Source: an optimization exercise on an open RTL-to-GDS flow (aim: a short achievable clock period and few clock cycles). Production flows keep margins and buffers that such runs may drop. In this exercise RTL edits were held to simulation tests only and were not proved equivalent to the original. No activity file was given, so power comes from the tool's default toggle rates.

==> flow/design.v, too long to show whole: its modules and the start of the top module <==
// module mul_tree1: 1252 lines
// module mul_tree2: 620 lines
// module PMIPS_TOP: 307 lines
module PMIPS_TOP (
    input  wire CLK,RST,
    output wire [31:0] imem_addr,
    input  wire [31:0] imem_rdata,
    output wire [31:0] dmem_addr,
    output wire [31:0] dmem_wdata,
    output wire        dmem_we,
    input  wire [31:0] dmem_rdata
);
  // ...
==> flow/flow/run.sh <==
#!/bin/bash
set -euo pipefail
MARGIN=8.25
bash standard.sh SETUP_SLACK_MARGIN=$MARGIN POST_RESIZE_TCL=$PWD/flow/pins.tcl finish > standard.log 2>&1
==> flow/flow/pins.tcl <==
# POST_RESIZE hook: put each flip-flop that drives an output port's buffer right next to that
# buffer, so the register-to-pin wire is short. Detailed placement legalizes afterwards.
set block [ord::get_db_block]
set die [$block getDieArea]
set dx0 [$die xMin]; set dy0 [$die yMin]; set dx1 [$die xMax]; set dy1 [$die yMax]
set moved 0
foreach bt [$block getBTerms] {
  if {[$bt getIoType] != "OUTPUT"} { continue }
  set net [$bt getNet]
  set buf ""
  foreach it [$net getITerms] { if {[$it isOutputSignal]} { set buf [$it getInst] } }
  if {$buf == ""} { continue }
  set n2 ""
  foreach it [$buf getITerms] { if {[$it isInputSignal] && [$it getNet] != "NULL" && [[$it getNet] getSigType] == "SIGNAL"} { set n2 [$it getNet] } }
  if {$n2 == ""} { continue }
  set ff ""
  set nsinks 0
  foreach it [$n2 getITerms] {
    if {[$it isOutputSignal]} { set ff [$it getInst] } else { incr nsinks }
  }
  if {$ff == "" || ![[$ff getMaster] isSequential]} { continue }
  set bl [$buf getLocation]
  set bx [lindex $bl 0]; set by [lindex $bl 1]
  # step inward from the nearest die edge
  set d [list [expr {$bx - $dx0}] [expr {$dx1 - $bx}] [expr {$by - $dy0}] [expr {$dy1 - $by}]]
  set m [lsearch $d [tcl::mathfunc::min {*}$d]]
  set off 6000
  switch $m {
    0 { set nx [expr {$bx + $off}]; set ny $by }
    1 { set nx [expr {$bx - $off}]; set ny $by }
    2 { set nx $bx; set ny [expr {$by + $off}] }
    3 { set nx $bx; set ny [expr {$by - $off}] }
  }
  $ff setLocation $nx $ny
  incr moved
  puts "pins.tcl: moved [$ff getName] next to [$buf getName] ([$bt getName]), $nsinks sinks on its net"
}
puts "pins.tcl: moved $moved flip-flops"
==> flow/standard.sh <==
#!/bin/bash
# synth_recipe.tcl (not shown) runs the flow's synth.tcl, then flattens the netlist and writes it again
# the make line also repeats each setting of config.mk as NAME=value (left out here)
make -C /OpenROAD-flow-scripts/flow DESIGN_CONFIG=/design/flow/config.mk WORK_HOME=/design/flow/orfs CLKGATE_MAP_FILE= SYNTH_SCRIPT=/design/flow/synth_recipe.tcl "${@:-finish}"
==> flow/config.mk <==
export PLATFORM = sky130hd
export DESIGN_NAME = PMIPS_TOP
export DESIGN_NICKNAME = PMIPS_TOP
export VERILOG_FILES = /design/flow/design.v
export SDC_FILE = /design/flow/constraint.sdc
export NUM_CORES = 4
export LEC_CHECK = 0
export ABC_CLOCK_PERIOD_IN_PS = 3000
export CAP_MARGIN = 20
export CORE_MARGIN = 2
export CORE_UTILIZATION = 38
export GPL_ROUTABILITY_DRIVEN = 1
export PLACE_DENSITY = 0.6
export SLEW_MARGIN = 20
==> flow/constraint.sdc <==
create_clock -name core_clock -period 12.0 [get_ports {CLK}]
set_input_delay 2.4000 -clock core_clock [delete_from_list [all_inputs] [get_ports {CLK}]]
set_output_delay 2.4000 -clock core_clock [all_outputs]
set_load 0.01 [all_outputs]
==> results_dict.tcl, run 1 <==
set metrics [dict create \
    dpl_cell_area_sq_mm 0.126 \
    cp-end-kind "register" \
    p_seq_w 0.00860 \
    hold_slack_ns 0.328 \
    path_cells "clkdlybuf4s50_1, o22a_1, and2_1, a221o_1, xor2_1, nor2_1, nand4_1, nor4_1, and4_1, nand4_1, nor4_2" \
    switching_share_pct 30.2 \
    wirelength_microns 561000 \
    p_sw_w 0.00600 \
    multi_input_area_sq_mm 0.0663 \
    cts_tree "yes" \
    drc_errors 0 \
    layout_setup_ws_ns 7.53 \
    comb_power_share_pct 17.6 \
    cp.required_ns 12.84 \
    pg_clk_w 0.00777 \
    start_util_pct 38.2 \
    ctsHtreeMaxLevel 4 \
    top_usage_layer "met2" \
    globalplace.congestion 1.04 \
    final-hold-violation-count 0 \
    wire_per_inst_microns 35.5 \
    avgSynthCellArea_sq_um 10.7 \
    synth_fa_ha_area_share_pct 12.8 \
    r2r_end "eqab_e" \
    wl_met3_microns 74900 \
    hpwl_microns 356000 \
    largestRegisters "RF.r: 992 flops, mq_m: 338 flops, bdst: 120 flops" \
    cp_max_fo 3 \
    finalCriticalPeriod_ns 4.48 \
    seq-cell-share_pct 36.7 \
    synth_top_cells_by_count "1044 x dfrtp_1, 1012 x mux2_2, 856 x nor2_1" \
    post-route-cell-area_sq_mm 0.143 \
    status "no timing/DRC/antenna violations" \
    clk_latency_ns 0.97 \
    tightest_slew_ns 1.27 \
    drt-pass1-iter-count 14 \
    fin_util_pct 45.9 \
    antenna_found_initial 37 \
    cpMostUsedCell "nand4_1" \
    core_sq_mm 0.312 \
    synth-compound-area-share_pct 14.8 \
    hold_class "register to register" \
    buffers 891 \
    drv_cap 0 \
]
Testbench counts, summed over its fixed seeds: cycles 34,601.
==> module PMIPS_TOP, before the edit <==
module PMIPS_TOP (
    input  wire CLK,RST,
    output wire [31:0] imem_addr,
    input  wire [31:0] imem_rdata,
    output wire [31:0] dmem_addr,
    output wire [31:0] dmem_wdata,
    output wire        dmem_we,
    input  wire [31:0] dmem_rdata
);
localparam MQW = 338;    
reg  [31:2] pc_f, pcx_f;
reg         bv [0:3];
reg  [11:2] btag [0:3];
reg  [31:2] bdst [0:3];
reg  [1:0]  brr;
reg         bw_v;
reg  [1:0]  bw_i;
reg  [11:2] bw_tag;
reg  [31:2] bw_dst;
reg  [31:0] ins_d;
reg  [31:2] pcp4_d;
reg  [11:2] pc_d;
reg         v_d, hit_d;
reg  [31:0] rsoh_d, rtoh_d;      
reg         seq_d, tk_ok_d;      
reg  [1:0]  hidx_d;
reg  [31:0] opa_e, opb_e, ops_e;
reg         fs_e, ns_e;
reg         c_ab, c_Ab, c_aB, c_AB;
reg         eqab_e;                          
reg         s_ab, s_Ab, s_aB, s_AB, d_ab, d_Ab, d_aB;
reg         fam_e, nam_e, fbm_e, nbm_e;      
reg         kill_e;                          
reg         slt_e;
reg         we_e, lw_e, mul_e, sltw_e, sw_e, br_e;
reg         xadd_e;                          
reg  [4:0]  dst_e;
reg  [31:2] btgt_e, pcp4_e;
reg  [11:2] pc_e;
reg         pt_e, hit_e;
reg  [1:0]  hidx_e;
reg  [31:0] alu_m, st_m, addr_m;
reg         sltv_m;              
reg         we_m, lw_m, mul_m, sw_m;
reg  [4:0]  dst_m;
reg  [MQW-1:0] mq_m;
reg  [31:0] res_w, mx_w, my_w;
reg         we_w, mul_w;
reg  [4:0]  dst_w;
reg  [31:0] res_x;
reg         we_x;
reg  [4:0]  dst_x;
wire [31:0] mul_w_res = mx_w + my_w;
wire [31:0] wres = mul_w ? mul_w_res : res_w;
wire [32*32-1:0] rf_flat;
assign rf_flat[31:0] = 32'd0;
genvar gi;
generate
  for (gi = 1; gi < 32; gi = gi + 1) begin : RF
    reg [31:0] r;
    always @(posedge CLK or negedge RST) begin
      if (!RST) r <= 32'd0;
      else if (we_x && dst_x == gi) r <= res_x;
    end
    assign rf_flat[gi*32 +: 32] = r;
  end
endgenerate
wire [31:2] pcp4_f = pc_f + 30'd1;
assign imem_addr = {pcx_f, 2'b00};
wire [3:0] bhit;
genvar gb;
generate
  for (gb = 0; gb < 4; gb = gb + 1) begin : BH
    assign bhit[gb] = bv[gb] && (btag[gb] == pc_f[11:2]);
  end
endgenerate
wire        hit_f  = |bhit;
wire [1:0]  hidx_f = {bhit[3] | bhit[2], bhit[3] | bhit[1]};
wire [31:2] ptgt_f = ({30{bhit[0]}} & bdst[0]) | ({30{bhit[1]}} & bdst[1]) |
                     ({30{bhit[2]}} & bdst[2]) | ({30{bhit[3]}} & bdst[3]);
wire        jmp_f  = (imem_rdata[31:26] == 6'b000010);
wire [31:2] jtgt_f = {pcp4_f[31:28], imem_rdata[25:0]};
wire [31:2] npc_f  = jmp_f ? jtgt_f : hit_f ? ptgt_f : pcp4_f;
wire [31:2] ka = pc_f, kb = {{14{imem_rdata[15]}}, imem_rdata[15:0]};
wire [3:0] tk_f;
generate
  for (gb = 0; gb < 4; gb = gb + 1) begin : TK
    wire [31:2] kc = bdst[gb];
    wire [31:2] kgen = (ka & kb) | ((ka | kb) & ~kc);
    assign tk_f[gb] = ((ka ^ kb ^ kc) == {kgen[30:2], 1'b1});
  end
endgenerate
wire tk_ok_f = hit_f ? |(bhit & tk_f) : (imem_rdata[15:0] == 16'd0);
wire seq_f   = !jmp_f && !hit_f;
wire [5:0]  op_d = ins_d[31:26];
wire [4:0]  rs_d = ins_d[25:21];
wire [4:0]  rt_d = ins_d[20:16];
wire [4:0]  rd_d = ins_d[15:11];
wire [5:0]  fn_d = ins_d[5:0];
wire [31:0] imm_d = {{16{ins_d[15]}}, ins_d[15:0]};
wire is_r    = (op_d == 6'b000000);
wire is_addi = (op_d == 6'b001000);
wire is_lw   = (op_d == 6'b100011);
wire is_sw   = (op_d == 6'b101011);
wire is_beq  = (op_d == 6'b000100);
wire is_j    = (op_d == 6'b000010);
wire same_d  = (rs_d == rt_d);
wire is_sub  = is_r && (fn_d == 6'b100010);
wire is_slt  = is_r && (fn_d == 6'b101010);
wire is_mul  = is_r && (fn_d == 6'b011100);
wire [4:0] dst_d = is_r ? rd_d : rt_d;
wire wr_d   = (is_r || is_addi || is_lw) && (dst_d != 5'd0);
wire use_rs = is_r || is_addi || is_lw || is_sw || (is_beq && !same_d);
wire use_rt = is_r || is_sw || (is_beq && !same_d);
wire use_imm = is_addi || is_lw || is_sw;
wire add_d   = !(is_sub || is_slt);
wire rs_e = we_e && (dst_e == rs_d);
wire rs_m = we_m && (dst_m == rs_d);
wire rs_w = we_w && (dst_w == rs_d);
wire rs_x = we_x && (dst_x == rs_d);
wire rt_e = we_e && (dst_e == rt_d);
wire rt_m = we_m && (dst_m == rt_d);
wire rt_w = we_w && (dst_w == rt_d);
wire rt_x = we_x && (dst_x == rt_d);
wire fwa_d = rs_e;
wire fwb_d = !use_imm && rt_e;
wire slow_e = lw_e || mul_e || sltw_e;
wire stall_d = v_d && ((use_rs && rs_e && slow_e) || (use_rt && rt_e && slow_e) ||
                       (use_rs && rs_m && !rs_e && mul_m) || (use_rt && rt_m && !rt_e && mul_m));
wire [31:0] aluv_m = alu_m | {32{sltv_m}};
wire [31:0] mval = lw_m ? dmem_rdata : aluv_m;
reg  [31:0] rf_rs, rf_rt;
integer ri;
always @(*) begin
  rf_rs = 32'd0;
  rf_rt = 32'd0;
  for (ri = 1; ri < 32; ri = ri + 1) begin
    rf_rs = rf_rs | ({32{rsoh_d[ri]}} & rf_flat[ri*32 +: 32]);
    rf_rt = rf_rt | ({32{rtoh_d[ri]}} & rf_flat[ri*32 +: 32]);
  end
end
wire [31:0] rsv_d = rs_m ? mval : rs_w ? wres : rs_x ? res_x : rf_rs;
wire [31:0] rtv_d = rt_m ? mval : rt_w ? wres : rt_x ? res_x : rf_rt;
wire [31:2] btgt_d = pcp4_d + imm_d[29:0];
wire [31:2] jtgt_d = {pcp4_d[31:28], ins_d[25:0]};
wire bsame_d = is_beq && same_d;
wire bdiff_d = is_beq && !same_d && (ins_d[15:0] != 16'd0);
wire zero_e;
wire bz_d  = bdiff_d && xadd_e && ((rt_d == 5'd0 && rs_e) || (rs_d == 5'd0 && rt_e));
wire bzt_d = bz_d && zero_e;
wire ok_d  = is_j || (bsame_d ? tk_ok_d : bz_d ? (zero_e ? tk_ok_d : seq_d) :
                      bdiff_d ? (tk_ok_d || seq_d) : seq_d);
wire [31:2] rtgt_d = is_j ? jtgt_d : (bsame_d || bzt_d) ? btgt_d : pcp4_d;
wire [31:0] stv  = ({32{fs_e}} & alu_m) | ({32{ns_e}} & ops_e);
wire [31:0] sum_ab = opa_e + opb_e;
wire [31:0] sum_Ab = alu_m + opb_e;
wire [31:0] sum_aB = opa_e + alu_m;
wire [31:0] sum_AB = {alu_m[30:0], 1'b0};
wire [32:0] dif_ab = {1'b0, opa_e} - {1'b0, opb_e};
wire [32:0] dif_Ab = {1'b0, alu_m} - {1'b0, opb_e};
wire [32:0] dif_aB = {1'b0, opa_e} - {1'b0, alu_m};
wire [31:0] alu_e = ({32{s_ab}} & sum_ab) | ({32{s_Ab}} & sum_Ab) | ({32{s_aB}} & sum_aB) |
                    ({32{s_AB}} & sum_AB) | ({32{d_ab}} & dif_ab[31:0]) |
                    ({32{d_Ab}} & dif_Ab[31:0]) | ({32{d_aB}} & dif_aB[31:0]);
wire [31:0] sum_e = ({32{c_ab}} & sum_ab) | ({32{c_Ab}} & sum_Ab) | ({32{c_aB}} & sum_aB) |
                    ({32{c_AB}} & sum_AB);
wire        ltu_e = (c_ab && dif_ab[32]) || (c_Ab && dif_Ab[32]) || (c_aB && dif_aB[32]);
wire z_ab = ((opa_e ^ opb_e) == {(opa_e[30:0] | opb_e[30:0]), 1'b0});
wire z_Ab = ((alu_m ^ opb_e) == {(alu_m[30:0] | opb_e[30:0]), 1'b0});
wire z_aB = ((opa_e ^ alu_m) == {(opa_e[30:0] | alu_m[30:0]), 1'b0});
wire z_AB = (alu_m[30:0] == 31'd0);
assign zero_e = (c_ab && z_ab) || (c_Ab && z_Ab) || (c_aB && z_aB) || (c_AB && z_AB);
wire eq_mb = (alu_m == opb_e);
wire eq_am = (opa_e == alu_m);
wire eq_e  = c_AB || (c_Ab && eq_mb) || (c_aB && eq_am) || (c_ab && eqab_e);
wire redirect_e = br_e && !kill_e && (eq_e != pt_e);
wire [31:2] etgt_e = pt_e ? pcp4_e : btgt_e;
wire redirect_d = v_d && !ok_d && !redirect_e && !stall_d;
wire esel   = br_e && !kill_e;
wire bins_e = esel && eq_e && !pt_e;
wire bins_d = redirect_d && (is_j || bsame_d);
wire [MQW-1:0] mq_e;
wire [31:0] mula = ({32{fam_e}} & alu_m) | ({32{nam_e}} & opa_e);
wire [31:0] mulb = ({32{fbm_e}} & alu_m) | ({32{nbm_e}} & opb_e);
mul_tree1 MT1 (.a(mula), .b(mulb), .q(mq_e));
assign dmem_addr  = addr_m;
assign dmem_wdata = st_m;
assign dmem_we    = sw_m;
wire [31:0] mx_m, my_m;
mul_tree2 MT2 (.q(mq_m), .x(mx_m), .y(my_m));
wire go_d = v_d && !stall_d;    
wire        redir = redirect_e || redirect_d;
wire [31:2] rtgt  = redirect_e ? etgt_e : rtgt_d;
always @(posedge CLK or negedge RST) begin
  if (!RST) begin
    pc_f <= 30'd0;
    v_d  <= 1'b0;
    kill_e <= 1'b0;
    bw_v <= 1'b0;
    bv[0] <= 1'b0; bv[1] <= 1'b0; bv[2] <= 1'b0; bv[3] <= 1'b0;
    brr  <= 2'd0;
    we_e <= 1'b0; lw_e <= 1'b0; mul_e <= 1'b0; sltw_e <= 1'b0; sw_e <= 1'b0; br_e <= 1'b0;
    xadd_e <= 1'b0;
    we_m <= 1'b0; lw_m <= 1'b0; mul_m <= 1'b0;
    we_w <= 1'b0; mul_w <= 1'b0;
    we_x <= 1'b0;
  end else begin
    if (redirect_e)      pc_f <= etgt_e;
    else if (redirect_d) pc_f <= rtgt_d;
    else if (!stall_d)   pc_f <= npc_f;
    bw_v <= bins_e || (bins_d && !esel);
    bw_i <= esel ? (hit_e ? hidx_e : brr) : (hit_d ? hidx_d : brr);
    if ((bins_e && !hit_e) || (bins_d && !esel && !hit_d)) brr <= brr + 2'd1;
    if (bw_v) bv[bw_i] <= 1'b1;
    kill_e <= redirect_e;
    if (redirect_e || redirect_d) v_d <= 1'b0;
    else if (!stall_d)            v_d <= 1'b1;
    we_e   <= go_d && wr_d;
    lw_e   <= go_d && wr_d && is_lw;
    mul_e  <= go_d && wr_d && is_mul;
    sltw_e <= go_d && wr_d && is_slt;
    sw_e   <= go_d && is_sw;
    br_e   <= go_d && bdiff_d && !bz_d;
    xadd_e <= go_d && wr_d && (is_addi || (is_r && !is_sub && !is_slt && !is_mul));
    we_m   <= we_e && !kill_e;
    lw_m   <= lw_e && !kill_e;
    mul_m  <= mul_e && !kill_e;
    we_w   <= we_m;
    mul_w  <= mul_m;
    we_x   <= we_w;
  end
end
always @(posedge CLK) begin
  if (!RST) sw_m <= 1'b0;
  else      sw_m <= sw_e && !kill_e;
end
always @(posedge CLK) begin
  if (!RST)            pcx_f <= 30'd0;
  else if (redir)      pcx_f <= rtgt;
  else if (!stall_d)   pcx_f <= npc_f;
end
always @(posedge CLK) begin
  if (!stall_d) begin
    ins_d  <= imem_rdata;
    pc_d   <= pc_f[11:2];
    pcp4_d <= pcp4_f;
    hit_d  <= hit_f;
    hidx_d <= hidx_f;
    rsoh_d <= 32'd1 << imem_rdata[25:21];
    rtoh_d <= 32'd1 << imem_rdata[20:16];
    seq_d  <= seq_f;
    tk_ok_d <= tk_ok_f;
  end
  if (esel) begin
    bw_tag <= pc_e;
    bw_dst <= btgt_e;
  end else begin
    bw_tag <= pc_d;
    bw_dst <= rtgt_d;
  end
  if (bw_v) begin
    btag[bw_i] <= bw_tag;
    bdst[bw_i] <= bw_dst;
  end
  opa_e  <= rsv_d;
  opb_e  <= use_imm ? imm_d : rtv_d;
  ops_e  <= rtv_d;
  eqab_e <= (rsv_d == rtv_d);
  c_ab   <= !fwa_d && !fwb_d;
  c_Ab   <=  fwa_d && !fwb_d;
  c_aB   <= !fwa_d &&  fwb_d;
  c_AB   <=  fwa_d &&  fwb_d;
  s_ab   <= add_d && !fwa_d && !fwb_d;
  s_Ab   <= add_d &&  fwa_d && !fwb_d;
  s_aB   <= add_d && !fwa_d &&  fwb_d;
  s_AB   <= add_d &&  fwa_d &&  fwb_d;
  d_ab   <= is_sub && !fwa_d && !fwb_d;
  d_Ab   <= is_sub &&  fwa_d && !fwb_d;
  d_aB   <= is_sub && !fwa_d &&  fwb_d;
  fs_e   <= rt_e;
  ns_e   <= !rt_e;
  fam_e  <= is_mul && rs_e;
  nam_e  <= is_mul && !rs_e;
  fbm_e  <= is_mul && rt_e;
  nbm_e  <= is_mul && !rt_e;
  slt_e  <= is_slt;
  dst_e  <= dst_d;
  btgt_e <= btgt_d;
  pcp4_e <= pcp4_d;
  pc_e   <= pc_d;
  pt_e   <= tk_ok_d;
  hit_e  <= hit_d;
  hidx_e <= hidx_d;
  alu_m  <= alu_e;
  sltv_m <= slt_e && ltu_e;
  addr_m <= sum_e;
  st_m   <= stv;
  dst_m  <= dst_e;
  mq_m   <= mq_e;
  res_w  <= mval;
  mx_w   <= mx_m;
  my_w   <= my_m;
  dst_w  <= dst_m;
  res_x  <= wres;
  dst_x  <= dst_w;
end
endmodule
==> run 2, diff against run 1 <==
--- a/flow/design.v
+++ b/flow/design.v
@@ -1899,6 +1899,4 @@
 reg  [31:0] opa_e, opb_e, ops_e;
-reg         fs_e, ns_e;
-reg         c_ab, c_Ab, c_aB, c_AB;
-reg         eqab_e;                          
-reg         s_ab, s_Ab, s_aB, s_AB, d_ab, d_Ab, d_aB;
+reg         fa_e, fb_e, fs_e, na_e, nb_e, ns_e;
+reg         add_e, sub_e;
 reg         fam_e, nam_e, fbm_e, nbm_e;      
@@ -2025,16 +2023,9 @@
 wire [31:2] rtgt_d = is_j ? jtgt_d : (bsame_d || bzt_d) ? btgt_d : pcp4_d;
+wire [31:0] srca = ({32{fa_e}} & alu_m) | ({32{na_e}} & opa_e);
+wire [31:0] srcb = ({32{fb_e}} & alu_m) | ({32{nb_e}} & opb_e);
 wire [31:0] stv  = ({32{fs_e}} & alu_m) | ({32{ns_e}} & ops_e);
-wire [31:0] sum_ab = opa_e + opb_e;
-wire [31:0] sum_Ab = alu_m + opb_e;
-wire [31:0] sum_aB = opa_e + alu_m;
-wire [31:0] sum_AB = {alu_m[30:0], 1'b0};
-wire [32:0] dif_ab = {1'b0, opa_e} - {1'b0, opb_e};
-wire [32:0] dif_Ab = {1'b0, alu_m} - {1'b0, opb_e};
-wire [32:0] dif_aB = {1'b0, opa_e} - {1'b0, alu_m};
-wire [31:0] alu_e = ({32{s_ab}} & sum_ab) | ({32{s_Ab}} & sum_Ab) | ({32{s_aB}} & sum_aB) |
-                    ({32{s_AB}} & sum_AB) | ({32{d_ab}} & dif_ab[31:0]) |
-                    ({32{d_Ab}} & dif_Ab[31:0]) | ({32{d_aB}} & dif_aB[31:0]);
-wire [31:0] sum_e = ({32{c_ab}} & sum_ab) | ({32{c_Ab}} & sum_Ab) | ({32{c_aB}} & sum_aB) |
-                    ({32{c_AB}} & sum_AB);
-wire        ltu_e = (c_ab && dif_ab[32]) || (c_Ab && dif_Ab[32]) || (c_aB && dif_aB[32]);
+wire [31:0] sum_e = srca + srcb;
+wire [32:0] dif_e = {1'b0, srca} - {1'b0, srcb};
+wire        ltu_e = dif_e[32];
+wire [31:0] alu_e = ({32{add_e}} & sum_e) | ({32{sub_e}} & dif_e[31:0]);
 wire z_ab = ((opa_e ^ opb_e) == {(opa_e[30:0] | opb_e[30:0]), 1'b0});
@@ -2043,6 +2034,9 @@
 wire z_AB = (alu_m[30:0] == 31'd0);
-assign zero_e = (c_ab && z_ab) || (c_Ab && z_Ab) || (c_aB && z_aB) || (c_AB && z_AB);
+assign zero_e = (na_e && nb_e && z_ab) || (fa_e && nb_e && z_Ab) || (na_e && fb_e && z_aB) ||
+                (fa_e && fb_e && z_AB);
+wire eq_ab = (opa_e == opb_e);
 wire eq_mb = (alu_m == opb_e);
 wire eq_am = (opa_e == alu_m);
-wire eq_e  = c_AB || (c_Ab && eq_mb) || (c_aB && eq_am) || (c_ab && eqab_e);
+wire eq_e  = (fa_e && fb_e) || (fa_e && nb_e && eq_mb) || (na_e && fb_e && eq_am) ||
+             (na_e && nb_e && eq_ab);
 wire redirect_e = br_e && !kill_e && (eq_e != pt_e);
@@ -2139,14 +2133,8 @@
   ops_e  <= rtv_d;
-  eqab_e <= (rsv_d == rtv_d);
-  c_ab   <= !fwa_d && !fwb_d;
-  c_Ab   <=  fwa_d && !fwb_d;
-  c_aB   <= !fwa_d &&  fwb_d;
-  c_AB   <=  fwa_d &&  fwb_d;
-  s_ab   <= add_d && !fwa_d && !fwb_d;
-  s_Ab   <= add_d &&  fwa_d && !fwb_d;
-  s_aB   <= add_d && !fwa_d &&  fwb_d;
-  s_AB   <= add_d &&  fwa_d &&  fwb_d;
-  d_ab   <= is_sub && !fwa_d && !fwb_d;
-  d_Ab   <= is_sub &&  fwa_d && !fwb_d;
-  d_aB   <= is_sub && !fwa_d &&  fwb_d;
+  fa_e   <= fwa_d;
+  na_e   <= !fwa_d;
+  fb_e   <= fwb_d;
+  nb_e   <= !fwb_d;
+  add_e  <= add_d;
+  sub_e  <= is_sub;
   fs_e   <= rt_e;
--- a/flow/config.mk
+++ b/flow/config.mk
@@ -10,3 +10,3 @@
 export CORE_MARGIN = 2
-export CORE_UTILIZATION = 38
+export CORE_UTILIZATION = 35
 export GPL_ROUTABILITY_DRIVEN = 1
==> run 2 against run 1 <==
Compared with the run above: via count shrank 9.9%; critical path depth grew 3; sequential share of layout area grew 3.0 points; setup slack gained 0.52 ns; synthesized area shrank 5.4%; die area grew 2.7%; flip-flop and latch count shrank 6; routed wire length shrank 8.1%; first-iteration DRC count shrank 11%; final area shrank 8.0%; power shrank 3.4%; clock skew shrank 0.016 ns.
==> results_dict.tcl, run 2 <==
set metrics [dict create \
    internal_power_w 0.0136 \
    synth_seq_cells 2181 \
    max_freq_mhz 253 \
    final-hold-violation-count 0 \
    tightest_slew_ns 1.36 \
    hold_class "register to register" \
    fp-row-count 208 \
    finalNonFillerCells 14600 \
    hpwl_microns 323000 \
    detailedPlace.worstSlack_ns 6.12 \
    num_vias 92000 \
    core_sq_mm 0.320 \
    ctsHtreeMaxLevel 4 \
    period_share_pct 33.0 \
    drt-pass1-iter-count 14 \
    grt_pass1_vias 91500 \
    synthArstFlopShare_pct 47.9 \
    maxSlewHeadroom_pct 9.11 \
    final_common_cell "dfrtp_1" \
    final_cell_mix "1042 x dfrtp_1, 1031 x mux2_2, 736 x inv_1, 693 x dfxtp_1, 653 x nor2_1" \
    viasPerCell 6.28 \
    portBuffers 160 \
    yosysSeqAreaShare_pct 46.1 \
    drc_errors 0 \
    p_leak_nw 56.3 \
    synth_top_area_share_pct 23.2 \
    synth_flop_cell "dfrtp_1" \
    start_util_pct 35.1 \
    power_w 0.0192 \
    hold_buffers 0 \
    cts_sinks 2181 \
    wire_per_inst_microns 35.2 \
    p_clk_share_pct 41.0 \
    wirelength_microns 516000 \
    fin_tns_setup_ns 0 \
    ant_nets 0 \
    largest-register "RF.r" \
    worstRegToRegCells 14 \
    finalCriticalPeriod_ns 3.96 \
    layout_setup_ws_ns 8.04 \
    grt_pass1_wl_microns 708000 \
    grtUsageTotal_pct 30.7 \
    drt_iter0_drc 14300 \
    die_h_microns 571 \
    ys_warn_count 2 \
    io_pins 163 \
    area_growth_pct 16.9 \
    slew_violations 0 \
    rsz0062_at_grt "yes" \
    comb_power_share_pct 14.9 \
    cts.path.max_buffers 4 \
    antenna_found_initial 36 \
    p_sw_w 0.00555 \
    cp.required_ns 12.75 \
    critPathLaunchType "register" \
    grt-ovfl-total 0 \
    clk_latency_ns 0.96 \
    skew_ns 0.0564 \
    cts_buffers 234 \
    netlist_instances 9983 \
    status "no timing/DRC/antenna violations" \
    switching_share_pct 29.0 \
    nFillCells 30300 \
    finalSetupViolations 0 \
    dieArea_sq_mm 0.326 \
    syn_area_sq_mm 0.112 \
    largestRegisters "RF.r: 992 flops, mq_m: 338 flops, bdst: 120 flops" \
    synth_top_cells_by_count "1044 x dfrtp_1, 1032 x mux2_2, 836 x dfxtp_1" \
    synth.most_common_cell "dfrtp_1" \
    hold_depth 0 \
    globalplace.congestion 0.998 \
    synthTopCellsByArea "dfrtp_1 23%, dfxtp_1 15%, mux2_2 10%, fa_1 9.4%, edfxtp_1 8.0%" \
    seq_power_share_pct 44.1 \
    cp_max_fo 4 \
    crit_type "register to register" \
    drive_above_1_share_pct 24.3 \
    largest_reg_flops 992 \
    path_clk_slew_ns 0.07 \
    synth-edff-count 301 \
    nets 11000 \
    clockRootBuffer "clkbuf_16" \
    dp.cells 14000 \
    avgSynthCellArea_sq_um 11.3 \
    synth_cell_types 99 \
    arrival_ns 4.70 \
    fin_util_pct 41.0 \
    die_w_microns 571 \
    drv_cap 0 \
    irDropWorstVdd_uv 156 \
    yosysTopAreaCell "dfrtp_1" \
    cp-end-kind "register" \
    cts_tree "yes" \
    p_per_area_mw_per_mm2 146 \
    grt_max_degree 190 \
]
==> run 2: area by class of cell <==
cell class	count	area (sq um)	share of cell area (%)
multi-input combinational	6360	57300	43.6
sequential	2181	52200	39.7
clock buffer	310	6680	5.08
timing repair buffer	602	5430	4.13
tap	4305	5390	4.10
inverter	745	2840	2.16
clock inverter	128	1580	1.20
antenna	16	40.0	0.0305
timing repair inverter	1	8.76	0.00666
==> run 2: final timing paths <==
path                            startpoint      endpoint  slack [ns]
min in group asynchronous              RST   RF[29].r[1]        1.46
worst min-delay path               mq_m[0]       mx_w[0]        0.31
worst min register to register     mq_m[0]       mx_w[0]        0.31
worst max-delay path              opb_e[2]      pcx_f[5]        8.04
max in group asynchronous              RST  RF[19].r[26]        8.71
worst max register to register    opb_e[2]      pcx_f[5]        8.04
==> run 2: per-stage QoR <==
step | hold WS (ns) | instance area [sq um]
floorplan | 0.310 | 113000
global placement | 0.311 | 119000
detailed placement | 0.316 | 119000
CTS | 0.281 | 129000
global route | 0.294 | 131000
finish | 0.312 | 131000
==> run 2: routing by layer <==
| layer | routed length (microns) | up-vias | GRT usage (%) |
|---|---|---|---|
| met2 | 214000 | 7136 | 44.5 |
| li1 | - | 36100 | - |
| met5 | 436 | - | 0.750 |
| met1 | 192000 | 46700 | 39.2 |
| met3 | 68500 | 2073 | 10.2 |
| met4 | 40600 | 26 | 19.0 |
==> run 2: cells by family after synthesis <==
| logic type | after synthesis | synth area share, % |
|---|---|---|
| flops | 2181 | 46.1 |
| compound gates | 2069 | 14.1 |
| simple gates | 1925 | 8.03 |
| buf+inv | 1449 | 4.95 |
| mux | 1096 | 10.9 |
| fa+ha+maj | 771 | 12.1 |
| xor+xnor | 491 | 3.82 |
| other cells | 1 | 0.00333 |
==> run 2: worst max-delay path, cell delays in order, from the launching register on <==
cell and delay [ns]:
dfxtp_1 0.44, inv_1 0.12, ha_1 0.37, xor2_2 0.29
nand4_1 0.16, nor4_2 0.33, nand4_1 0.26, nand4_4 0.26
o211a_1 0.26, nand4bb_4 0.23, buf_12 0.15, buf_12 0.11
o2111a_1 0.24, a211oi_2 0.06, nor2_1 0.50
==> run 2: power groups by stage <==
stage / sequential (W) / combinational [W] / clock [W]
2_1_floorplan: 0.00835 / 0.00156 / 0
4_1_cts: 0.00845 / 0.00268 / 0.00789
6_report: 0.00845 / 0.00286 / 0.00787
3_5_place_dp: 0.00860 / 0.00252 / 0
3_3_place_gp: 0.00860 / 0.00250 / 0
5_1_grt: 0.00848 / 0.00301 / 0.00819
==> run 2: timing repair <==
action | CTS | global route
setup buffers | 58 | 94
setup endpoints to repair | 417 | 632
hold endpoints to repair | 0 | 0
pin swaps | 52 | 69
cloned | 13 | 7
resized for setup | 808 | 279
Testbench counts of run 2, summed over its fixed seeds: cycles 34,601.
==> run 3, diff against run 2 <==
--- a/flow/design.v
+++ b/flow/design.v
@@ -1896,2 +1896,3 @@
 reg  [31:0] rsoh_d, rtoh_d;      
+reg  [4:0]  rsf_d, rtf_d;        
 reg         seq_d, tk_ok_d;      
@@ -1965,4 +1966,4 @@
 wire [5:0]  op_d = ins_d[31:26];
-wire [4:0]  rs_d = ins_d[25:21];
-wire [4:0]  rt_d = ins_d[20:16];
+wire [4:0]  rs_d = rsf_d;
+wire [4:0]  rt_d = rtf_d;
 wire [4:0]  rd_d = ins_d[15:11];
@@ -2114,4 +2115,2 @@
     hidx_d <= hidx_f;
-    rsoh_d <= 32'd1 << imem_rdata[25:21];
-    rtoh_d <= 32'd1 << imem_rdata[20:16];
     seq_d  <= seq_f;
@@ -2130,2 +2129,6 @@
   end
+  rsoh_d <= stall_d ? (32'd1 << ins_d[25:21]) : (32'd1 << imem_rdata[25:21]);
+  rtoh_d <= stall_d ? (32'd1 << ins_d[20:16]) : (32'd1 << imem_rdata[20:16]);
+  rsf_d  <= stall_d ? ins_d[25:21] : imem_rdata[25:21];
+  rtf_d  <= stall_d ? ins_d[20:16] : imem_rdata[20:16];
   opa_e  <= rsv_d;
==> run 3 against run 2 <==
Compared with the run above: power shrank 0.12%; non-clock buffer count shrank 86; die area shrank 0.35%; final area shrank 1.2%; largest cell class unchanged; global-route usage is essentially flat; synthesized area shrank 0.36%; combinational power is essentially flat; still clean on timing, DRC and antenna; sequential power grew 1%; routed wire length shrank 0.61%; clock power shrank 2%.
==> results_dict.tcl, run 3 <==
set metrics [dict create \
    synth.most_common_cell "dfrtp_1" \
    core_sq_mm 0.318 \
    wirelength_microns 512000 \
    die_h_microns 570 \
    final_common_cell "dfrtp_1" \
    cp_max_fo 23 \
    yosysSeqAreaShare_pct 45.9 \
    wire_per_inst_microns 35.3 \
    nets 10900 \
    cp-end-kind "register" \
    irDropWorstVdd_uv 143 \
    drt-pass1-iter-count 10 \
    grt_pass1_wl_microns 706000 \
    clockRootBuffer "clkbuf_16" \
    fin_tns_setup_ns 0 \
    path_clk_slew_ns 0.07 \
    antenna_found_initial 20 \
    crit_type "register to register" \
    die_w_microns 570 \
    regToRegSetupSlack_ns 8.04 \
    portBuffers 160 \
    final_cell_mix "1040 x dfrtp_1, 1022 x mux2_2, 751 x inv_1, 697 x dfxtp_1, 661 x nor2_1" \
    fp-row-count 207 \
    grt-ovfl-total 0 \
    avgSynthCellArea_sq_um 11.2 \
    slew_violations 0 \
    cts_tree "yes" \
    io_pins 163 \
    finalCriticalPeriod_ns 3.96 \
    clk_latency_ns 0.97 \
    grtUsageTotal_pct 30.6 \
    status "no timing/DRC/antenna violations" \
    hold_class "register to register" \
    worstRegToRegCells 9 \
    r2r_end "opb_e[29]" \
    drc_errors 0 \
    rsz0062_at_grt "yes" \
    globalplace.congestion 0.999 \
    r2r_start "rtoh_d[12]" \
    max_freq_mhz 253 \
    hold_depth 0 \
    synthArstFlopShare_pct 47.6 \
    synth_seq_cells 2191 \
    largest-register "RF.r" \
    drive_above_1_share_pct 23.6 \
    cp.required_ns 12.84 \
    cts_sinks 2191 \
    arrival_ns 4.80 \
    p_leak_nw 55.1 \
    synth_top_area_share_pct 23.3 \
    cts.path.max_buffers 4 \
    whs_endpoint "mx_w[2]" \
    netlist_instances 10000 \
    synth_flop_cell "dfrtp_1" \
    ant_nets 0 \
    seqCellArea_sq_mm 0.0519 \
    drv_cap 0 \
    largest_reg_flops 992 \
    synthTopCellsByArea "dfrtp_1 23%, dfxtp_1 16%, mux2_2 10%, fa_1 9.4%, edfxtp_1 6.4%" \
    synth-edff-count 239 \
    area_growth_pct 15.8 \
    drt_iter0_drc 14200 \
    finalSetupViolations 0 \
    syn_area_sq_mm 0.112 \
    num_vias 92000 \
    worstHoldStart "mq_m[5]" \
    maxSlewHeadroom_pct 14.4 \
    synth_top_cells_by_count "1044 x dfrtp_1, 1022 x mux2_2, 908 x dfxtp_1" \
    skew_ns 0.0824 \
    start_util_pct 35.2 \
    multi_input_area_sq_mm 0.0570 \
    tightest_slew_ns 1.28 \
    grt_max_degree 185 \
    period_share_pct 33.0 \
    cts_buffers 233 \
    p_per_area_mw_per_mm2 148 \
    power_w 0.0192 \
    viasPerCell 6.34 \
    final-hold-violation-count 0 \
    largestRegisters "RF.r: 992 flops, mq_m: 338 flops, bdst: 120 flops" \
    synth_cell_types 99 \
    yosysTopAreaCell "dfrtp_1" \
    ctsHtreeMaxLevel 4 \
    nFillCells 29900 \
    dieArea_sq_mm 0.325 \
    critPathLaunchType "register" \
    grt_pass1_vias 91400 \
    hpwl_microns 325000 \
    ys_warn_count 2 \
]
run 3: changes by cell type in the layout (fill, tap and decap cells not counted), sizes merged, moves of 28 or more:
cell    before  now
edfxtp     301  239
a22oi      378  414
buf        539  456
nand2      520  564
dfxtp      836  908
o21ai      249  198
o211ai      50   78
run 3: report_power, final:
part | total, W | switching (W) | internal, W | leakage, nW
combinational | 0.00287 | 0.00171 | 0.00115 | 26.9
clock | 0.00772 | 0.00328 | 0.00444 | 3.93
sequential | 0.00856 | 0.000604 | 0.00795 | 24.3
total | 0.0192 | 0.00560 | 0.0136 | 55.1
run 3: per-layer routing:
layer  up-vias  share of wire (%)  GRT usage [%]
li1      36100                  -              -
met1     46400                 37           38.2
met2      7314                 42           44.5
met3      2179                 13           11.0
met4        20                8.5           20.1
met5         -              0.061         0.0744
run 3: final cells by class:
class                           count  share of cell area (%)
Sequential cell                  2191                    40.0
Multi-Input combinational cell   6411                    43.9
Inverter                          757                    2.19
Antenna cell                       21                  0.0405
Clock inverter                    111                    1.07
Timing Repair Buffer              516                    3.63
Tap cell                         4180                    4.03
Clock buffer                      325                    5.16
run 3: repair_timing:
action / CTS / global route
buffers inserted: 61 / 32
setup endpoints to repair: 752 / 787
gates resized for setup: 815 / 251
hold buffers: 0 / 0
pin swaps: 43 / 65
hold endpoints to repair: 0 / 0
cloned: 9 / 6
run 3: logic make-up after synthesis:
family | Yosys count | synth area share (%)
multiplexers | 1081 | 10.8
other | 1 | 0.00335
flip-flops | 2191 | 45.9
XOR/XNOR | 482 | 3.77
AO/OA/AOI/OAI | 2062 | 14.1
buffers and inverters | 1450 | 4.94
AND/OR/NAND/NOR | 2010 | 8.32
adder cells (fa/ha/maj) | 771 | 12.1
run 3: stage by stage:
step           hold WS [ns]  util (%)  setup WS [ns]  instance area (sq um)  instances
2_1_floorplan         0.310         -           7.92                 112000      10000
3_3_place_gp          0.312      37.2           6.00                 119000      13900
3_5_place_dp          0.314      37.2           6.18                 119000      13900
4_1_cts               0.330      40.2           8.10                 128000      14500
5_1_grt               0.336      40.8           8.12                 130000      14500
6_report              0.330      40.8           8.04                 130000      14500
run 3: worst max path at each step:
stage                     end  slack [ns]           start
floorplan             tk_ok_d        7.92  imem_rdata[15]
global placement      tk_ok_d        6.00  imem_rdata[15]
detailed placement    tk_ok_d        6.18  imem_rdata[15]
CTS                  pcx_f[7]        8.10        alu_m[6]
global route          tk_ok_d        8.12  imem_rdata[15]
finish              opb_e[29]        8.04      rtoh_d[12]
run 3: critical path: stages, from the launching register on:
cell	delay (ns)
dfxtp_2	0.55
buf_4	0.48
a22o_1	0.30
a221oi_1	0.26
nand4_1	0.13
nor3_1	0.91
a21oi_1	0.37
a21oi_1	0.28
a31oi_2	0.30
a21o_1	0.26
Testbench counts of run 3, summed over its fixed seeds: cycles 34,601.
==> run 4, diff against run 3 <==
--- a/flow/design.v
+++ b/flow/design.v
@@ -1872,2 +1872,28 @@
 endmodule
+module Control_Unit (
+    input  wire [31:0] ins,
+    output wire [20:0] dec       
+);
+wire [5:0] op = ins[31:26];
+wire [5:0] fn = ins[5:0];
+wire is_r    = (op == 6'b000000);
+wire is_addi = (op == 6'b001000);
+wire is_lw   = (op == 6'b100011);
+wire is_sw   = (op == 6'b101011);
+wire is_beq  = (op == 6'b000100);
+wire is_j    = (op == 6'b000010);
+wire same    = (ins[25:21] == ins[20:16]);
+wire is_sub  = is_r && (fn == 6'b100010);
+wire is_slt  = is_r && (fn == 6'b101010);
+wire is_mul  = is_r && (fn == 6'b011100);
+wire [4:0] dst = is_r ? ins[15:11] : ins[20:16];
+wire wr      = (is_r || is_addi || is_lw) && (dst != 5'd0);
+wire use_rs  = is_r || is_addi || is_lw || is_sw || (is_beq && !same);
+wire use_rt  = is_r || is_sw || (is_beq && !same);
+wire use_imm = is_addi || is_lw || is_sw;
+wire bsame   = is_beq && same;
+wire bdiff   = is_beq && !same && (ins[15:0] != 16'd0);
+assign dec = {bdiff, bsame, use_imm, use_rt, use_rs, wr, dst,
+              is_mul, is_slt, is_sub, is_j, is_beq, is_sw, is_lw, is_addi, is_r};
+endmodule
 module PMIPS_TOP (
@@ -1897,2 +1923,3 @@
 reg  [4:0]  rsf_d, rtf_d;        
+reg  [20:0] dec_d;               
 reg         seq_d, tk_ok_d;      
@@ -1965,23 +1992,22 @@
 wire seq_f   = !jmp_f && !hit_f;
-wire [5:0]  op_d = ins_d[31:26];
+wire [20:0] dec_f, dec_hold;
+Control_Unit DEC_F (.ins(imem_rdata), .dec(dec_f));
+Control_Unit DEC_D (.ins(ins_d), .dec(dec_hold));
 wire [4:0]  rs_d = rsf_d;
 wire [4:0]  rt_d = rtf_d;
-wire [4:0]  rd_d = ins_d[15:11];
-wire [5:0]  fn_d = ins_d[5:0];
 wire [31:0] imm_d = {{16{ins_d[15]}}, ins_d[15:0]};
-wire is_r    = (op_d == 6'b000000);
-wire is_addi = (op_d == 6'b001000);
-wire is_lw   = (op_d == 6'b100011);
-wire is_sw   = (op_d == 6'b101011);
-wire is_beq  = (op_d == 6'b000100);
-wire is_j    = (op_d == 6'b000010);
-wire same_d  = (rs_d == rt_d);
-wire is_sub  = is_r && (fn_d == 6'b100010);
-wire is_slt  = is_r && (fn_d == 6'b101010);
-wire is_mul  = is_r && (fn_d == 6'b011100);
-wire [4:0] dst_d = is_r ? rd_d : rt_d;
-wire wr_d   = (is_r || is_addi || is_lw) && (dst_d != 5'd0);
-wire use_rs = is_r || is_addi || is_lw || is_sw || (is_beq && !same_d);
-wire use_rt = is_r || is_sw || (is_beq && !same_d);
-wire use_imm = is_addi || is_lw || is_sw;
+wire is_r    = dec_d[0];
+wire is_addi = dec_d[1];
+wire is_lw   = dec_d[2];
+wire is_sw   = dec_d[3];
+wire is_beq  = dec_d[4];
+wire is_j    = dec_d[5];
+wire is_sub  = dec_d[6];
+wire is_slt  = dec_d[7];
+wire is_mul  = dec_d[8];
+wire [4:0] dst_d = dec_d[13:9];
+wire wr_d    = dec_d[14];
+wire use_rs  = dec_d[15];
+wire use_rt  = dec_d[16];
+wire use_imm = dec_d[17];
 wire add_d   = !(is_sub || is_slt);
@@ -2016,4 +2042,4 @@
 wire [31:2] jtgt_d = {pcp4_d[31:28], ins_d[25:0]};
-wire bsame_d = is_beq && same_d;
-wire bdiff_d = is_beq && !same_d && (ins_d[15:0] != 16'd0);
+wire bsame_d = dec_d[18];
+wire bdiff_d = dec_d[19];
 wire zero_e;
@@ -2132,2 +2158,3 @@
   rsf_d  <= stall_d ? ins_d[25:21] : imem_rdata[25:21];
+  dec_d  <= stall_d ? dec_hold : dec_f;
   rtf_d  <= stall_d ? ins_d[20:16] : imem_rdata[20:16];
==> run 4 against run 3 <==
Compared with the run above: still clean; flip-flop and latch count up 19; die area is 0.74% higher; synthesized area grew 0.75%; setup slack improved by 0.11 ns; final area grew 1.5%; critical path type unchanged.
==> results_dict.tcl, run 4 <==
set metrics [dict create \
    maxSlewHeadroom_pct 9.46 \
    io_pins 163 \
    nets 11000 \
    yosysTopAreaCell "dfrtp_1" \
    largestRegisters "RF.r: 992 flops, mq_m: 338 flops, bdst: 120 flops" \
    cts_buffers 239 \
    syn_area_sq_mm 0.113 \
    drc_errors 0 \
    drv_cap 0 \
    synth_seq_cells 2210 \
    grt-ovfl-total 0 \
    synth-edff-count 239 \
    grt_pass1_wl_microns 703000 \
    skew_ns 0.117 \
    yosysSeqAreaShare_pct 45.9 \
    grtUsageTotal_pct 30.1 \
    area_growth_pct 16.7 \
    p_sw_w 0.00566 \
    fin_tns_setup_ns 0 \
    dieArea_sq_mm 0.327 \
    cp-end-kind "register" \
    hold_class "register to register" \
    clk_latency_ns 0.98 \
    grt_pass1_vias 91800 \
    tightest_slew_ns 1.34 \
    ant_nets 0 \
    viasPerCell 6.31 \
    p_per_area_mw_per_mm2 148 \
    p_clk_share_pct 40.9 \
    cp_max_fo 19 \
    switching_share_pct 29.0 \
    max_freq_mhz 260 \
    comb_power_share_pct 14.7 \
    synthTopCellsByArea "dfrtp_1 23%, dfxtp_1 16%, mux2_2 10%, fa_1 9.3%, edfxtp_1 6.4%" \
    fp-row-count 208 \
    avgSynthCellArea_sq_um 11.2 \
    ys_warn_count 2 \
    hold_slack_ns 0.270 \
    cp.required_ns 12.76 \
    wirelength_microns 507000 \
    globalplace.congestion 0.982 \
    final_common_cell "dfrtp_1" \
    cts_tree "yes" \
    finalCriticalPeriod_ns 3.85 \
    netlist_instances 10100 \
    cts_sinks 2210 \
    seq_power_share_pct 44.4 \
    finalSetupViolations 0 \
    portBuffers 160 \
    synth_flop_cell "dfrtp_1" \
    power_w 0.0195 \
    synth_top_area_share_pct 23.1 \
    slew_violations 0 \
    synth.most_common_cell "dfrtp_1" \
    synth_top_cells_by_count "1044 x dfrtp_1, 1039 x mux2_2, 927 x dfxtp_1" \
    drive_above_1_share_pct 24.3 \
    drt-pass1-iter-count 10 \
    start_util_pct 35.2 \
    irDropWorstVdd_uv 165 \
    clockRootBuffer "clkbuf_16" \
    cts.path.max_buffers 4 \
    status "no timing/DRC/antenna violations" \
    synthArstFlopShare_pct 47.2 \
    drt_iter0_drc 14800 \
    antenna_found_initial 33 \
    final_cell_mix "1038 x dfrtp_1, 1035 x mux2_2, 768 x inv_1, 697 x dfxtp_1, 638 x nor2_1" \
    path_clk_slew_ns 0.06 \
    hpwl_microns 316000 \
    nFillCells 30300 \
    final-hold-violation-count 0 \
    arrival_ns 4.61 \
    die_h_microns 572 \
    num_vias 92900 \
    internal_power_w 0.0139 \
    largest_reg_flops 992 \
    ctsHtreeMaxLevel 4 \
    largest-register "RF.r" \
    hold_buffers 0 \
    core_sq_mm 0.321 \
    wire_per_inst_microns 34.4 \
    critPathLaunchType "register" \
    rsz0062_at_grt "yes" \
    period_share_pct 32.1 \
    synth_cell_types 90 \
    die_w_microns 572 \
    p_leak_nw 56.3 \
    grt_max_degree 193 \
    dp.cells 14100 \
    crit_type "register to register" \
    finalNonFillerCells 14700 \
]
## run 4: what timing repair did
| action | CTS | global route |
|---|---|---|
| endpoints found under the setup margin | 514 | 516 |
| gates cloned | 10 | 5 |
| resized for setup | 856 | 258 |
| pin swaps | 48 | 70 |
| setup buffers | 81 | 101 |
## run 4: final timing paths
check | startpoint | to | slack (ns) | cells past startpoint
max | rtoh_d[16] | opb_e[15] | 8.15 | 9
max in group asynchronous | RST | RF[3].r[20] | 8.49 | 4
max reg2reg | rtoh_d[16] | opb_e[15] | 8.15 | 9
min in group asynchronous | RST | pc_f[14] | 1.53 | 1
min | dec_d[12] | dst_e[3] | 0.27 | 0
min reg2reg | dec_d[12] | dst_e[3] | 0.27 | 0
## run 4: per-stage QoR
step	area (sq um)	util, %	setup slack, ns
6_report	132000	41.0	8.15
5_1_grt	132000	41.0	8.13
4_1_cts	130000	40.3	8.15
3_5_place_dp	119000	37.2	6.19
3_3_place_gp	119000	37.2	6.00
2_1_floorplan	113000	-	7.98
## run 4: logic make-up (layout without fill, tap and decap cells)
| logic type | count (synthesis) | in the layout | share of synthesized area (%) |
|---|---|---|---|
| buf+inv | 1487 | 1816 | 5.02 |
| xor+xnor | 488 | 488 | 3.79 |
| fa+ha+maj | 771 | 771 | 12.0 |
| flops | 2210 | 2210 | 45.9 |
| compound gates | 2074 | 2074 | 14.2 |
| mux | 1131 | 1131 | 11.2 |
| simple gates | 1901 | 1908 | 7.86 |
| other cells | 1 | 29 | 0.00332 |
## run 4: power by group through the flow
stage	Combinational, W	Clock (W)	Sequential, W
floorplan	0.00167	0	0.00844
global placement	0.00243	0	0.00882
detailed placement	0.00248	0	0.00883
CTS	0.00268	0.00801	0.00866
global route	0.00306	0.00833	0.00870
finish	0.00287	0.00799	0.00867
## run 4: area by class of cell
| class | instances | area, sq um | area share, % |
|---|---|---|---|
| sequential | 2210 | 52400 | 39.8 |
| antenna | 27 | 67.6 | 0.0513 |
| tap | 4305 | 5390 | 4.09 |
| inverter | 782 | 2940 | 2.23 |
| multi-input combinational | 6374 | 57200 | 43.4 |
| clock buffer | 338 | 6940 | 5.27 |
| clock inverter | 110 | 1450 | 1.10 |
| timing repair buffer | 586 | 5360 | 4.07 |
## run 4: worst max-delay path, cell delays in order, from the launching register on
cell and delay [ns]:
dfxtp_2 0.66, buf_4 0.51, a22o_1 0.27, a221oi_1 0.23
nand4_1 0.15, nor3_1 0.96, a211oi_1 0.23, a21o_1 0.22
a21oi_1 0.28, o21ai_0 0.17
## run 4: per-layer routing
metal / vias to the layer above / track usage, % / routed length (microns)
met5: - / 0 / 179
met4: 22 / 19.1 / 41200
met3: 2268 / 10.7 / 68600
met2: 7524 / 43.6 / 210000
met1: 46800 / 38.2 / 187000
li1: 36300 / - / -
Testbench counts of run 4, summed over its fixed seeds: cycles 34,601.

## what the ideal ports hide
How much do the figures lean on ideal ports? The routed layouts below were timed once more, with nothing changed but the port constraints. Step 1, drivers: a clkbuf_16 drives CLK and a buf_2 each remaining input, both assumed. Step 2, shift: input delay + t, output delay - t, t = (earliest + latest rising clock arrival at the registers) / 2. This alone moves slack from input paths to output paths. Three values: no drivers, after step 1, after step 2; two values: the first two.
run	t, ns	setup WS [ns]	latest minus earliest clock arrival (ns)	worst register clock-pin slew, ns
run 1	1.036	7.525 / 7.561 / 6.553	0.074 / 0.074	0.08 / 0.08
run 2	1.036	8.044 / 8.044 / 7.119	0.060 / 0.060	0.08 / 0.08
run 3	1.037	8.044 / 8.044 / 7.094	0.089 / 0.088	0.07 / 0.07
run 4	1.015	8.151 / 8.086 / 7.140	0.132 / 0.132	0.08 / 0.08
After both steps setup and hold are still met in every run listed. The setup slack of run 4, which loses most, moves by -0.065 ns with the drivers and by -1.011 ns with both steps.
